Background: an optimization exercise with open tools, aiming at small area, a short achievable clock period and few clock cycles. Do not read the settings as production practice. Function was checked by simulation only, so behaviour that the tests miss may differ from the original.

## qr_mgs_core
module qr_mgs_core #
(
    parameter NUM_MAC    = 4,
    parameter DW         = 24,
    parameter DOT_W      = 56,
    parameter COL_W      = 8,
    parameter I_W        = 4,
    parameter M_W        = 6,
    parameter ROW_N      = 4,
    parameter ADDR_W_PHI = 12,
    parameter ADDR_W_Q   = 12,
    parameter ADDR_W_R   = 12,
    parameter FW_DATA    = 13,
    parameter FW_ISR     = 22
)
(
    input  wire                    clk,
    input  wire                    rst_n,
    input  wire                    start_core,
    input  wire [COL_W-1:0]        lambda_i,
    input  wire [I_W-1:0]          current_i,
    input  wire [M_W-1:0]          M_rows_in,
    output reg  [ADDR_W_PHI-1:0]   phi_addr,
    input  wire [(NUM_MAC*DW)-1:0] phi_data,
    output reg  [ADDR_W_R-1:0]     r_addr_a,
    output reg                     r_we_a,
    output reg  [DW-1:0]           r_din_a,
    output reg  [ADDR_W_Q-1:0]     q_addr_a,
    output reg                     q_we_a,
    output wire [(NUM_MAC*DW)-1:0] q_din_a,
    output reg  [ADDR_W_Q-1:0]     q_addr_b,
    input  wire [(NUM_MAC*DW)-1:0] q_dout_b,
    output reg  [M_W-1:0]          res_addr_a,
    output reg                     res_we_a,
  ...
==> flow/config.mk <==
export PLATFORM = sky130hd
export DESIGN_NAME = qr_mgs_core
export DESIGN_NICKNAME = qr_mgs_core
export VERILOG_FILES = /design/flow/design.v
export SDC_FILE = /design/flow/constraint.sdc
export NUM_CORES = 8
export LEC_CHECK = 0
export CAP_MARGIN = 20
export CELL_PAD_IN_SITES_DETAIL_PLACEMENT = 1
export CORE_MARGIN = 2
export CORE_UTILIZATION = 40
export CTS_CLUSTER_DIAMETER = 100
export CTS_CLUSTER_SIZE = 20
export PLACE_DENSITY = 0.6
export SLEW_MARGIN = 20
export SYNTH_MEMORY_MAX_BITS = 8192
==> flow/constraint.sdc <==
create_clock -name core_clock -period 25.0 [get_ports {clk}]
set_input_delay 5.0000 -clock core_clock [delete_from_list [all_inputs] [get_ports {clk}]]
set_output_delay 5.0000 -clock core_clock [all_outputs]
set_load 0.01 [all_outputs]
standard.sh (not shown) runs the stock make flow with config.mk's settings and CLKGATE_MAP_FILE= SYNTH_SCRIPT=/design/flow/synth_recipe.tcl, a recipe that flattens the netlist after the stock synthesis.
==> flow/flow/run.sh <==
#!/bin/bash
# Standard layout with two changes: the port buffers are sky130_fd_sc_hd__buf_2 instead of the
# weakest buffer the resizer would pick, and after placement the flip-flops that drive output
# ports get the 4x drive strength of their cell. Each step's output goes to a log file of its own.
set -euo pipefail
export BUFFER_PORTS_ARGS="-buffer_cell sky130_fd_sc_hd__buf_2"
bash standard.sh synth > synth.log 2>&1
bash standard.sh place > place.log 2>&1
RESULTS=orfs/results/sky130hd/qr_mgs_core/base openroad -no_init -exit flow/upsize.tcl > upsize.log 2>&1
bash standard.sh > layout.log 2>&1
==> flow/flow/upsize.tcl <==
# Upsize the flip-flops that drive output ports (through their port buffers) to the 4x drive
# strength of the same cell, then legalize the placement again.
read_liberty $::env(FLOW_HOME)/platforms/sky130hd/lib/sky130_fd_sc_hd__tt_025C_1v80.lib
set res $::env(RESULTS)
read_db $res/3_place.odb
set block [ord::get_db_block]
set n 0
foreach bterm [$block getBTerms] {
  if {[$bterm getIoType] != "OUTPUT"} continue
  set net [$bterm getNet]
  if {$net == "NULL"} continue
  set buf ""
  foreach it [$net getITerms] { if {[$it isOutputSignal]} { set buf [$it getInst] } }
  if {$buf == ""} continue
  set in_net ""
  foreach it [$buf getITerms] { if {[$it isInputSignal] && [$it getNet] != "NULL"} { set in_net [$it getNet] } }
  if {$in_net == "" || [$in_net getSigType] != "SIGNAL"} continue
  foreach it [$in_net getITerms] {
    if {![$it isOutputSignal]} continue
    set drv [$it getInst]
    set m [[$drv getMaster] getName]
    if {[regexp {^(sky130_fd_sc_hd__(dfxtp|dfrtp))_[12]$} $m -> base]} {
      replace_cell [$drv getName] ${base}_4
      incr n
    }
  }
}
puts "upsized $n flip-flops that drive outputs"
detailed_placement
check_placement -verbose
write_db $res/3_place.odb
Testbench counts at the start, summed over its fixed seeds: cycles 98,802.
Change:
--- a/flow/design.v
+++ b/flow/design.v
@@ -1835,19 +1835,20 @@
     reg       gcnt;
     reg [3:0] cur_i;
     reg [5:0] mrow;
     reg [7:0] lam;
     wire isr_go;
     wire       start_now = (st == S_IDLE) && start_core;
     wire       issue     = (st == S_PASS) || start_now;
     wire [2:0] iss_type  = start_now ? ((current_i == 4'd0) ? P_LU : P_LD0) : ptype;
     wire [3:0] rr        = start_now ? 4'd0 : pcnt;
-    wire       iss_val   = start_now || ({2'b00, pcnt} <= mrow);
+    wire [5:0] mm        = start_now ? M_rows_in : mrow;
+    wire       iss_val   = ({2'b00, rr} <= mm);
     wire       iss_first = start_now || (pcnt == 4'd0);
     wire       iss_last  = (st == S_PASS) && (pcnt == 4'd15);
     wire [3:0] jq        = start_now ? 4'd0 : (ptype == P_N2 || ptype == P_RR) ? cur_i : jc;
     always @(posedge clk or negedge rst_n) begin
         if (!rst_n) begin
             st <= S_IDLE; ptype <= P_LD0; pcnt <= 4'd0; jc <= 4'd0; gcnt <= 1'b0;
             cur_i <= 4'd0; mrow <= 6'd0; lam <= 8'd0;
         end else begin
             case (st)
The changed run completed with no timing, DRC or antenna violations.
Synthesized cell count went up by 0.98%.
Setup slack is better by 0.061 ns.
Global-route usage went up by 1.2 points.
Wire length went up by 3.8%.
Register-to-register slack is better by 0.09 ns.
Count of clock-buffer cells in the layout went down by 6.
Testbench counts after the change, summed over its fixed seeds: cycles 98,802.

qr_mgs_core, a different RTL version from the one above (not shown whole).
Size: about 1,400 flip-flops, roughly 590 I/O pins, ~130,000 um^2 of cells after synthesis.
export LEC_CHECK = 0
export CAP_MARGIN = 20
export CELL_PAD_IN_SITES_DETAIL_PLACEMENT = 1
export CORE_MARGIN = 2
export CORE_UTILIZATION = 40
export CTS_CLUSTER_DIAMETER = 100
export CTS_CLUSTER_SIZE = 20
export PLACE_DENSITY = 0.45
export SLEW_MARGIN = 20
export SYNTH_MEMORY_MAX_BITS = 8192
create_clock -name core_clock -period 25.0 [get_ports {clk}]
Scripts as last shown in full above: flow/flow/run.sh, flow/flow/upsize.tcl
Testbench counts at the start, summed over its fixed seeds: cycles 98,514.
Then changed:
--- a/flow/design.v
+++ b/flow/design.v
@@ -1982,31 +1982,27 @@
                              ix1 = {23'd0, yc1}; iy1 = {1'b0, dreg[22:0]};
                              ix2 = {1'b0, (yc1 ? dreg[30:23] : 8'd0), 15'd0}; iy2 = 24'd256; end
                 default: ;
             endcase
         end
     end
     wire [23:0] scal = (d_type == P_N1) ? isr_y : accv[36:13];
-    reg  [95:0]  xr;          
-    reg  [143:0] yenc;        
-    wire [95:0]  yv;          
-    wire [143:0] yenc_d;
+    reg  [95:0]  xr, yr;      
+    wire [95:0]  yv;
     reg [95:0] br1, br2;      
     reg [95:0] qd;            
     reg [95:0] rd;            
     wire [95:0] sc_out;
     genvar g;
     generate
         for (g = 0; g < 4; g = g + 1) begin : ysel
             wire [23:0] ym = ({24{d_yq}}   & q_dout_b[g*24 +: 24]) |
                              ({24{d_yphi}} & phi_data[g*24 +: 24]) |
                              ({24{d_yres}} & res_dout_b[g*24 +: 24]);
             assign yv[g*24 +: 24] = i_ld ? (g == 0 ? iy0 : g == 1 ? iy1 : g == 2 ? iy2 : 24'd0) : ym;
-            qr_booth_enc u_enc (.b(yv[g*24 +: 24]), .one(yenc_d[g*36 + 24 +: 12]),
-                                .two(yenc_d[g*36 + 12 +: 12]), .neg(yenc_d[g*36 +: 12]));
         end
     endgenerate
     integer l;
     always @(posedge clk) begin
         for (l = 0; l < 4; l = l + 1) begin
             xr[l*24 +: 24] <= ({24{d_xphi}}  & phi_data[l*24 +: 24]) |
                               ({24{d_xres}}  & res_dout_b[l*24 +: 24]) |
@@ -2014,15 +2010,15 @@
         end
         if (i_ld) begin
             xr[23:0]  <= ix0;
             xr[47:24] <= ix1;
             xr[71:48] <= ix2;
             xr[95:72] <= 24'd0;
         end
-        yenc <= yenc_d;
+        yr <= yv;
         br1 <= d_bq ? q_dout_b : res_dout_b;
         br2 <= br1;
         qd  <= res_dout_b;
         rd  <= d_load ? phi_data : sc_out;
     end
     assign q_din_a   = qd;
     assign res_din_a = rd;
@@ -2044,24 +2040,26 @@
             s1_row   <= d_row;
         end
     end
     reg  [191:0] cs_s, cs_c;                   
     wire [191:0] ms, mc;
     generate
         for (g = 0; g < 4; g = g + 1) begin : lane
-            qr_mul_cs u_mul (.a(xr[g*24 +: 24]), .one(yenc[g*36 + 24 +: 12]), .two(yenc[g*36 + 12 +: 12]),
-                             .neg(yenc[g*36 +: 12]), .s(ms[g*48 +: 48]), .c(mc[g*48 +: 48]));
+            wire [11:0] one, two, neg;
+            qr_booth_enc u_enc (.b(yr[g*24 +: 24]), .one(one), .two(two), .neg(neg));
+            qr_mul_cs u_mul (.a(xr[g*24 +: 24]), .one(one), .two(two), .neg(neg),
+                             .s(ms[g*48 +: 48]), .c(mc[g*48 +: 48]));
         end
     endgenerate
     reg [3:0] psg;            
     always @(posedge clk) begin
         cs_s <= ms;
         cs_c <= mc;
         for (l = 0; l < 4; l = l + 1)
-            psg[l] <= (xr[l*24 + 23] ^ yenc[l*36 + 11]) & (|xr[l*24 +: 24]) & (|yenc[l*36 + 12 +: 24]);
+            psg[l] <= (xr[l*24 + 23] ^ yr[l*24 + 23]) & (|xr[l*24 +: 24]) & (|yr[l*24 +: 24]);
     end
     reg s2_acc, s2_clr, s2_shift, s2_wres, s2_sh22, s2_lastu_r, s2_done;
     reg [3:0] s2_row;
     always @(posedge clk or negedge rst_n) begin
         if (!rst_n) begin
             s2_acc <= 1'b0; s2_clr <= 1'b0; s2_shift <= 1'b0; s2_wres <= 1'b0; s2_sh22 <= 1'b0;
             s2_lastu_r <= 1'b0; s2_done <= 1'b0; s2_row <= 4'd0;
What happened: Cell area decreases by about 0.5%. Worst setup slack improves by 0.058 ns. Non-clock buffer count came out lower by 39. Area after synthesis barely changes. Wire length hardly moves. First-iteration DRC count goes up by about 4.5%.
Testbench counts after the change, summed over its fixed seeds: cycles 98,514.

==> afterwards: timing with drivers on the ports <==
No port has a modelled driver above. Below, the same layouts with a new extraction and two added sets of constraints.
Step 1 (the two cells are an assumption about what drives the block):
set clk [get_ports {clk}]
set_driving_cell -lib_cell sky130_fd_sc_hd__clkbuf_16 $clk
set_driving_cell -lib_cell sky130_fd_sc_hd__buf_2 [delete_from_list [all_inputs] $clk]
Step 2 also shifts input and output timing later by t, the mid clock arrival at the registers, as if the neighbouring blocks saw the same clock.
a / b / c = no drivers / after step 1 / after step 2; a / b = the first two.
| run | t, ns | setup WS [ns] | worst setup path after step 2 | clock arrival spread, ns | slew at the worst register clock pin (ns) |
|---|---|---|---|---|---|
| the first run of note 1 | 0.978 | 18.425 / 18.329 / 18.105 | input to register | 0.115 / 0.115 | 0.11 / 0.11 |
| the second run of note 1 | 0.895 | 18.486 / 18.442 / 17.657 | input to register | 0.139 / 0.140 | 0.11 / 0.11 |
| the first run of note 2 | 1.042 | 18.184 / 18.159 / 17.638 | input to register | 0.079 / 0.079 | 0.10 / 0.10 |
| the second run of note 2 | 1.028 | 18.242 / 18.229 / 17.648 | input to register | 0.103 / 0.103 | 0.11 / 0.11 |
After both steps every run listed still meets setup and hold. The setup slack of the second run of note 1, which loses most, moves by -0.044 ns with the drivers and by -0.829 ns with both steps.
